What follows belongs to an exercise in optimizing a design on an open flow for small area; a production flow would make more cautious choices.
In this exercise RTL edits were held to simulation tests only and were not proved equivalent to the original.
Power and IR drop assume default switching activity.

fjord:
// buck_converter_top
module buck_converter_top (
    input wire clk,
    input wire rst_n,
    input wire [11:0] adc_data,
    input wire adc_valid,
    output wire pwm_out,
    output wire [11:0] voltage_monitor,
    output wire [9:0] duty_cycle_monitor
);
    wire [11:0] voltage_fb;
    wire adc_ready;
    wire [7:0] d_term;
    wire [9:0] duty_cycle;
    adc_interface adc_if (
        .clk(clk),
        .rst_n(rst_n),
        .adc_data(adc_data),
        .adc_valid(adc_valid),
        .voltage_fb(voltage_fb),
        .data_ready(adc_ready),
        .d_term(d_term)
    );
    pid_controller pid_ctrl (
        .clk(clk),
        .rst_n(rst_n),
        .feedback(voltage_fb),
        .fb_valid(adc_ready),
        .d_term(d_term),
        .control_out(duty_cycle)
    );
    pwm_generator pwm_gen (
        .clk(clk),
        .rst_n(rst_n),
        .duty_cycle(duty_cycle),
        .pwm_out(pwm_out)
    );
    assign voltage_monitor = voltage_fb;
    assign duty_cycle_monitor = duty_cycle;
endmodule
export LEC_CHECK = 0
export CAP_MARGIN = 20
export CORE_MARGIN = 2
export CORE_UTILIZATION = 40
export SLEW_MARGIN = 20
export BUFFER_PORTS_ARGS = -buffer_cell sky130_fd_sc_hd__buf_1
export CTS_ARGS = -sink_clustering_enable -repair_clock_nets -dont_use_dummy_load -buf_list {sky130_fd_sc_hd__clkbuf_4 sky130_fd_sc_hd__clkbuf_8}
create_clock -name core_clock -period 10.0 [get_ports {clk}]
standard.sh (not shown) runs the stock make flow with config.mk's settings and CLKGATE_MAP_FILE= SYNTH_SCRIPT=/design/flow/synth_recipe.tcl, a recipe that flattens the netlist after the stock synthesis.
==> flow/flow/run.sh <==
#!/bin/bash
# Layout flow: the standard ORFS flow with
#  - plain buf_1 cells as the port buffers,
#  - CTS without dummy loads and with smaller clock buffers.
set -euo pipefail
cat >> config.mk <<'CFG'
export BUFFER_PORTS_ARGS = -buffer_cell sky130_fd_sc_hd__buf_1
export CTS_ARGS = -sink_clustering_enable -repair_clock_nets -dont_use_dummy_load -buf_list {sky130_fd_sc_hd__clkbuf_4 sky130_fd_sc_hd__clkbuf_8}
CFG
bash standard.sh > standard.log 2>&1
fjord completed end to end with timing, DRC and antenna clean.
For umber, these inputs were changed with respect to fjord:
Settings: a deleted CTS_ARGS that had been -sink_clustering_enable -repair_clock_nets -dont_use_dummy_load -buf_list {sky130_fd_sc_hd__clkbuf_4 sky130_fd_sc_hd__clkbuf_8}; a deleted BUFFER_PORTS_ARGS that had been -buffer_cell sky130_fd_sc_hd__buf_1.
==> flow/run.sh (new file) <==
#!/bin/bash
# synth_recipe.tcl (not shown) runs the flow's synth.tcl, then flattens the netlist and writes it again
# the make line also repeats each setting of config.mk as NAME=value (left out here)
make -C /OpenROAD-flow-scripts/flow DESIGN_CONFIG=/design/flow/config.mk WORK_HOME=/design/flow/orfs CLKGATE_MAP_FILE= SYNTH_SCRIPT=/design/flow/synth_recipe.tcl finish
removed: flow/flow/run.sh
removed: flow/standard.sh
Looking at total power of the final layout across fjord and umber, the one that comes out lower is fjord. In the reports for fjord and umber, the larger global-route usage belongs to umber. Delta (umber minus fjord): minimum clock period up 0.29 ns; length in cells of the worst reg-to-reg path up 3.4%; worst setup slack down 0.29 ns. Delta (umber minus fjord): clock power now larger; final cell utilization of the core now larger; final wirelength now larger; instance count on the critical path now larger. Compared with fjord, in umber upper clock frequency limit went down; share of the final layout cell area in multi-input gates went down 2.7 points.

========
The RTL this note starts from:
==> flow/design.v <==
module adc_interface (
    input wire clk,
    input wire rst_n,
    input wire [11:0] adc_data,
    input wire adc_valid,
    input wire no_update,
    output reg [11:0] voltage_fb,
    output reg data_ready,
    output reg [7:0] d_term
);
    wire first = no_update & ~data_ready;
    wire [11:0] vold_n = {~(voltage_fb[11] | first), ~voltage_fb[10:0] | {11{first}}};
    wire [12:0] s;
    wire s_co;
    add_rca #(13) u_s (.a({1'b0, adc_data}), .b({1'b1, vold_n}), .ci(1'b0),
                       .s(s), .co(s_co));
    wire [13:0] d5;
    wire d5_co;
    add_rca #(14) u_d5 (.a({{3{s[12]}}, s[12:2]}), .b({{1{s[12]}}, s}), .ci(1'b1),
                        .s(d5), .co(d5_co));
    always @(posedge clk)
        d_term <= d5[13:6];
    always @(posedge clk or negedge rst_n) begin
        if (!rst_n) begin
            voltage_fb <= 12'd0;
            data_ready <= 1'b0;
        end else begin
            if (adc_valid)
                voltage_fb <= adc_data;
            data_ready <= adc_valid;
        end
    end
endmodule
module add_rca #(parameter W = 8) (
    input wire [W-1:0] a,
    input wire [W-1:0] b,
    input wire ci,
    output wire [W-1:0] s,
    output wire co
);
    wire [W:0] c;
    assign c[0] = ci;
    genvar i;
    generate
        for (i = 0; i < W; i = i + 1) begin : bit_g
            assign s[i] = a[i] ^ b[i] ^ c[i];
            assign c[i+1] = (a[i] & b[i]) | (a[i] & c[i]) | (b[i] & c[i]);
        end
    endgenerate
    assign co = c[W];
endmodule
module add_csa #(parameter W = 8) (
    input wire [W-1:0] a,
    input wire [W-1:0] b,
    input wire [W-1:0] c,
    output wire [W-1:0] s,
    output wire [W-1:0] cy
);
    assign s = a ^ b ^ c;
    assign cy = (a & b) | (a & c) | (b & c);
endmodule
module pid_controller (
    input wire clk,
    input wire rst_n,
    input wire [11:0] feedback,
    input wire fb_valid,
    input wire [7:0] d_term,
    output wire [9:0] control_out,
    output wire no_update
);
    reg [9:0] c0, c1, c2, c3;
    reg [19:0] kc;
    reg [7:0] gc;
    wire [11:0] n = {~feedback[11], feedback[10:0]} & {12{fb_valid}};
    wire [14:0] n5;
    wire n5_co;
    add_rca #(15) u_n5 (.a({{3{n[11]}}, n}), .b({{1{n[11]}}, n, 2'b00}), .ci(1'b0),
                        .s(n5), .co(n5_co));
    wire [19:0] ks;
    wire ks_co;
    add_rca #(20) u_ks (.a(kc), .b({{5{n5[14]}}, n5}), .ci(1'b0), .s(ks), .co(ks_co));
    function gt_const;
        input [18:0] v;
        input [18:0] k;
        integer i;
        begin
            gt_const = 1'b0;
            for (i = 0; i < 19; i = i + 1)
                gt_const = k[i] ? (v[i] & gt_const) : (v[i] | gt_const);
        end
    endfunction
    function lt_const;
        input [18:0] v;
        input [18:0] k;
        integer i;
        begin
            lt_const = 1'b0;
            for (i = 0; i < 19; i = i + 1)
                lt_const = k[i] ? (~v[i] | lt_const) : (~v[i] & lt_const);
        end
    endfunction
    wire pos_ovf = ~ks[19] & gt_const(ks[18:0], 19'h7A11F);
    wire neg_ovf = ks[19] & lt_const(ks[18:0], 19'd24287);
    wire [19:0] kc_new = pos_ovf ? 20'h7A11F : neg_ovf ? 20'h85EDF : ks;
    wire [7:0] a;
    wire a_co;
    add_rca #(8) u_a (.a({{3{kc[19]}}, kc[19:15]}), .b(gc), .ci(1'b1), .s(a), .co(a_co));
    wire [17:0] op1 = {{3{n5[14]}}, n5};
    wire [17:0] op2 = {{1{n5[14]}}, n5, 2'b00};
    wire [17:0] op3 = {1'b1, 1'b1, ~a[7], a[7], a, 6'b111111};
    wire [17:0] cs_s, cs_c;
    add_csa #(18) u_cs (.a(op1), .b(op2), .c(op3), .s(cs_s), .cy(cs_c));
    wire [17:0] zs;
    wire zs_co;
    add_rca #(18) u_z (.a(cs_s), .b({cs_c[16:0], 1'b0}), .ci(1'b0), .s(zs), .co(zs_co));
    wire [11:0] z = zs[17:6];
    wire [9:0] c3_new = {10{z[11]}} & ~({10{z[10]}} & z[9:0]);
    reg [1:0] n_upd;
    always @(posedge clk or negedge rst_n) begin
        if (!rst_n) begin
            c0 <= 10'd512;
            n_upd <= 2'd0;
            gc <= 8'hff;
        end else if (fb_valid) begin
            c0 <= (n_upd == 2'd3) ? c1 : (n_upd == 2'd0) ? 10'd0 : 10'd512;
            n_upd <= n_upd + {1'b0, n_upd != 2'd3};
            gc <= d_term;
        end
    end
    always @(posedge clk) begin
        if (fb_valid) begin
            c1 <= c2;
            c2 <= c3;
            c3 <= c3_new;
        end
    end
    always @(posedge clk or negedge rst_n) begin
        if (!rst_n)
            kc <= 20'hfffff;
        else
            kc <= kc_new;
    end
    assign control_out = c0;
    assign no_update = (n_upd == 2'd0);
endmodule
module pwm_generator (
    input wire clk,
    input wire rst_n,
    input wire [9:0] duty_cycle,
    output reg pwm_out
);
    reg [9:0] h;
    reg [9:0] duty_reg;
    reg nz;
    wire [6:0] m = h[6:0];
    wire skip = (m == 7'd41) | (m == 7'd84) | (m == 7'd127);
    wire wrap = &h;
    wire start = (h[9:1] == 9'd0);
    wire inc = h[0] | skip;
    wire [9:0] carry;
    wire [9:0] h_next;
    assign carry[1] = inc;
    assign h_next[0] = h[0] ^ ~skip;
    genvar i;
    generate
        for (i = 1; i < 10; i = i + 1) begin : inc_g
            assign h_next[i] = h[i] ^ carry[i];
            if (i < 9) begin : c_g
                assign carry[i+1] = carry[i] & h[i];
            end
        end
    endgenerate
    function lt10;
        input [9:0] x;
        input [9:0] y;
        integer j;
        begin
            lt10 = 1'b0;
            for (j = 0; j < 10; j = j + 1)
                lt10 = (~x[j] & y[j]) | (~x[j] & lt10) | (y[j] & lt10);
        end
    endfunction
    always @(posedge clk or negedge rst_n) begin
        if (!rst_n) begin
            h <= 10'd1;
            duty_reg <= 10'd0;
            nz <= 1'b0;
            pwm_out <= 1'b0;
        end else begin
            h <= h_next;
            if (wrap)
                duty_reg <= duty_cycle;
            if (start) begin
                nz <= |duty_reg[9:1];
                pwm_out <= nz;
            end else begin
                pwm_out <= lt10(h, duty_reg);
            end
        end
    end
endmodule
module buck_converter_top (
    input wire clk,
    input wire rst_n,
    input wire [11:0] adc_data,
    input wire adc_valid,
    output wire pwm_out,
    output wire [11:0] voltage_monitor,
    output wire [9:0] duty_cycle_monitor
);
    wire [11:0] voltage_fb;
    wire adc_ready;
    wire [7:0] d_term;
    wire no_update;
    wire [9:0] duty_cycle;
    adc_interface adc_if (
        .clk(clk),
        .rst_n(rst_n),
        .adc_data(adc_data),
        .adc_valid(adc_valid),
        .no_update(no_update),
        .voltage_fb(voltage_fb),
        .data_ready(adc_ready),
        .d_term(d_term)
    );
    pid_controller pid_ctrl (
        .clk(clk),
        .rst_n(rst_n),
        .feedback(voltage_fb),
        .fb_valid(adc_ready),
        .d_term(d_term),
        .control_out(duty_cycle),
        .no_update(no_update)
    );
    pwm_generator pwm_gen (
        .clk(clk),
        .rst_n(rst_n),
        .duty_cycle(duty_cycle),
        .pwm_out(pwm_out)
    );
    assign voltage_monitor = voltage_fb;
    assign duty_cycle_monitor = duty_cycle;
endmodule
export LEC_CHECK = 0
export CAP_MARGIN = 20
export CORE_MARGIN = 2
export CORE_UTILIZATION = 75
export SLEW_MARGIN = 20
export BUFFER_PORTS_ARGS = -buffer_cell sky130_fd_sc_hd__buf_1
export CTS_ARGS = -sink_clustering_enable -repair_clock_nets -dont_use_dummy_load -buf_list {sky130_fd_sc_hd__clkbuf_4}
create_clock -name core_clock -period 10.0 [get_ports {clk}]
==> flow/flow/run.sh <==
#!/bin/bash
# Layout flow: the standard ORFS flow (standard.sh) with
#  - plain buf_1 cells as the port buffers (every port still gets one),
#  - CTS without dummy loads and with clkbuf_4 buffers,
#  - after the standard synthesis, fa_polarity.py removes inverters around
#    full-adder cells (FA(~a,~b,~c) = ~FA(a,b,c)); registers and their cells
#    are untouched.  A Yosys equivalence check guards it: if the check fails
#    the standard netlist is used as is.
set -uo pipefail
W=$PWD
R=$W/orfs/results/sky130hd/buck_converter_top/base
cat >> config.mk <<'CFG'
export BUFFER_PORTS_ARGS = -buffer_cell sky130_fd_sc_hd__buf_1
export CTS_ARGS = -sink_clustering_enable -repair_clock_nets -dont_use_dummy_load -buf_list {sky130_fd_sc_hd__clkbuf_4}
CFG
bash standard.sh $R/1_2_yosys.v > synth.log 2>&1 || exit 1
cp $R/1_2_yosys.v pol_before.v
if python3 flow/fa_polarity.py pol_before.v pol_after.v > polarity.log 2>&1; then
  if python3 flow/rename_nets.py pol_after.v pol_after_renamed.v >> polarity.log 2>&1 &&
     yosys -q -s flow/eq_check.ys > eq_check.log 2>&1; then
    cp pol_after.v $R/1_2_yosys.v
    echo "polarity: netlist replaced" >> polarity.log
  else
    echo "polarity: equivalence check failed, standard netlist kept" >> polarity.log
  fi
else
  echo "polarity: script failed, standard netlist kept" >> polarity.log
fi
bash standard.sh > layout.log 2>&1
Other scripts of this flow, unchanged in this note and not shown: flow/flow/eq_check.ys, flow/flow/fa_polarity.py, flow/flow/rename_nets.py
Then changed:
- CORE_UTILIZATION: 75 -> 40
What happened: Non-clock buffer count drops by 4; combinational power drops by about 10%; synthesized cell count is unchanged; worst setup slack improved by 140 ps; power drops by 6.8%; global-route usage drops by 14 points; clock skew stays flat; clock power barely changes; final area climbs by about 1%.

port drivers added, routing unchanged:
No port has a modelled driver above. Below, the same layouts with a new extraction and two added sets of constraints. Step 1 sets driving cells, clkbuf_16 on the clock port and buf_2 on the other inputs (assumed; they add their load-dependent delay and slew). Step 2 also shifts input and output timing later by t, the mid clock arrival at the registers, as if the neighbouring blocks saw the same clock. Three values: ideal, step 1, step 2; two values: the first two.
run	t (ns)	setup slack, ns	hold WS [ns]	latest minus earliest clock arrival (ns)	worst data-port slew with drivers (ns)
fjord	0.414	1.243 / 1.243 / 1.243	0.368 / 0.368 / 0.368	0.037 / 0.038	0.04
umber	0.394	0.956 / 0.956 / 0.956	0.369 / 0.369 / 0.369	0.006 / 0.005	0.04
the first run of note 2	0.537	0.258 / 0.258 / 0.258	0.393 / 0.393 / 0.393	0.036 / 0.036	0.04
the second run of note 2	0.536	0.395 / 0.395 / 0.395	0.415 / 0.415 / 0.415	0.039 / 0.038	0.03
After both steps setup and hold are still met in every run listed.
